Context: an optimization exercise on an open-source flow, tuned for small area. The choices shown serve that exercise and are no tape-out recipe.
RTL that was checked went through simulation tests only; none was proved equivalent to the original.

## conv_pe_sr
module conv_pe_sr#(parameter WIDTH = 9, parameter DW = 2 * WIDTH + 3)
(
    input clk,
    input rst_n,
    input [WIDTH-1:0] data_in,
    input data_valid,
    input [WIDTH-1:0] weight_in,
    input weight_valid,
    output [DW-1:0] data_out,
    output out_valid
);
For scale: ~36000 um2 of cells after synthesis.
Settings: LEC_CHECK=0, CAP_MARGIN=20, CORE_MARGIN=2, CORE_UTILIZATION=70, SLEW_MARGIN=20, SYNTH_HIERARCHICAL=1, SYNTH_MINIMUM_KEEP_SIZE=0; clock period 10.0 ns.
standard.sh (not shown) runs the stock make flow with config.mk's settings and CLKGATE_MAP_FILE= SYNTH_SCRIPT=/design/flow/synth_recipe.tcl, a recipe that flattens the netlist after the stock synthesis.
==> flow/flow/run.sh <==
#!/bin/bash
# Layout: the standard flow (standard.sh, its synthesis unchanged), with
# plain buf_1 cells as the port buffers, global placement that keeps none of
# its trial resizing, and clock tree synthesis given its own
# buffer (clkbuf_8), sink clustering and no dummy loads. The tools' logs are
# in orfs/logs/; standard.sh's own output goes to standard.log here.
set -euo pipefail
CTS="-sink_clustering_enable -repair_clock_nets -dont_use_dummy_load -buf_list sky130_fd_sc_hd__clkbuf_8 -sink_clustering_size 16 -sink_clustering_max_diameter 60"
bash standard.sh "BUFFER_PORTS_ARGS=-buffer_cell sky130_fd_sc_hd__buf_1" "CTS_ARGS=$CTS" GPL_KEEP_OVERFLOW=0 finish > standard.log 2>&1
Edit:
==> flow/flow/run.sh (replaced) <==
#!/bin/bash
# Layout: the standard flow (standard.sh, its synthesis unchanged), with
# plain buf_1 cells as the port buffers and clock tree synthesis given its own
# buffer (clkbuf_8), sink clustering and no dummy loads. The tools' logs are
# in orfs/logs/; standard.sh's own output goes to standard.log here.
set -euo pipefail
CTS="-sink_clustering_enable -repair_clock_nets -dont_use_dummy_load -buf_list sky130_fd_sc_hd__clkbuf_8 -sink_clustering_size 16 -sink_clustering_max_diameter 60"
bash standard.sh "BUFFER_PORTS_ARGS=-buffer_cell sky130_fd_sc_hd__buf_1" "CTS_ARGS=$CTS" finish > standard.log 2>&1
Result: Worst setup slack loses 0.20 ns; synthesized cell count is unchanged; area after synthesis does not change.

---

conv_pe_sr, a different RTL version from the one above (not shown whole).
Size: about 2400 cells after synthesis, ~710 flip-flops, ~44 I/O pins.
Settings: LEC_CHECK=0, CAP_MARGIN=20, CORE_MARGIN=2, CORE_UTILIZATION=40, CTS_BUF_LIST=sky130_fd_sc_hd__clkbuf_16, CTS_CLUSTER_DIAMETER=80, CTS_CLUSTER_SIZE=30, SLEW_MARGIN=20, SYNTH_HIERARCHICAL=1, SYNTH_MINIMUM_KEEP_SIZE=0; clock period 10.0 ns.
run.sh (not shown) runs the stock make flow with config.mk's settings and CLKGATE_MAP_FILE= SYNTH_SCRIPT=/design/flow/synth_recipe.tcl, a recipe that flattens the netlist after the stock synthesis.
Stock flow here: none of the scripts above is used.
The baseline completed with no timing, DRC or antenna violations.
Then changed:
Settings changed: CORE_UTILIZATION 40 to 60, CTS_BUF_LIST sky130_fd_sc_hd__clkbuf_16 to sky130_fd_sc_hd__clkbuf_4, CTS_CLUSTER_DIAMETER 80 to unset, CTS_CLUSTER_SIZE 30 to unset.
Outcome:
- The new run went through all stages and came out clean
- non-clock buffer count decreases by 11
- wire length is about the same
- final cell count decreases by a few percent
- synthesized cell count stays the same
- utilization increases by 23 points
- final area increases slightly
- flip-flop and latch count stays the same
- worst hold slack loses 0.063 ns
- via count increases by a few percent
- synthesized area does not change
Then changed:
Settings changed: CORE_UTILIZATION 60 to 40, CTS_BUF_LIST sky130_fd_sc_hd__clkbuf_4 to unset.
The changed run completed without violations.
Global-route usage is lower by 12 points.
Worst setup slack improved by 0.076 ns.
Worst hold slack improved by 0.069 ns.
First-iteration DRC count decreases by about 20%.
Core utilization shrinks by 22 points.
Synthesized cell count stays the same.
Final cell count went up by 6.9%.
Sequential cell count stays the same.
Non-clock buffer count climbs by 11.
Then changed:
Settings changed: CORE_UTILIZATION 40 to 60, CTS_BUF_LIST set to sky130_fd_sc_hd__clkbuf_8, CTS_CLUSTER_DIAMETER set to 60, CTS_CLUSTER_SIZE set to 20.
Result:
- The new run passed the timing, DRC and antenna checks
- non-clock buffer count went down by 11
- routed wire length went down by a few percent
- die area went down by a quarter to a third
- via count went up slightly
- area after synthesis is unchanged
- count of clock-buffer cells in the layout went down by 33
- register-to-register slack gets worse by 0.11 ns
- worst setup slack gets worse by 0.11 ns
No functional check of the RTL was part of any run of this note.

==> static timing again, ports no longer ideal <==
No port has a modelled driver above. Below, the same layouts with a new extraction and two added sets of constraints. Step 1 (the two cells are an assumption about what drives the block):
set clk [get_ports {clk}]
set_driving_cell -lib_cell sky130_fd_sc_hd__clkbuf_16 $clk
set_driving_cell -lib_cell sky130_fd_sc_hd__buf_2 [delete_from_list [all_inputs] $clk]
Step 2 adds t to the input delays and takes it off the output delays; t is the mean of the earliest and latest rising clock arrival at the registers after step 1. Input paths then give back, and output paths get back, about the clock's delay inside the block. Three values: ideal, step 1, step 2; two values: the first two.
run	t (ns)	setup slack, ns	worst data-port slew with drivers (ns)
the first run of note 1	0.726	0.706 / 0.706 / 0.706	0.05
the second run of note 1	0.724	0.508 / 0.508 / 0.508	0.04
the first run of note 2	0.674	0.760 / 0.760 / 0.500	0.05
the second run of note 2	1.062	0.690 / 0.690 / 0.522	0.05
the third run of note 2	0.699	0.765 / 0.765 / 0.468	0.05
the fourth run of note 2	0.756	0.655 / 0.655 / 0.528	0.05
After both steps every run listed still meets setup and hold. For the third run of note 2, which loses most, drivers alone change the setup slack by 0.000 ns; drivers and shift together by -0.297 ns.
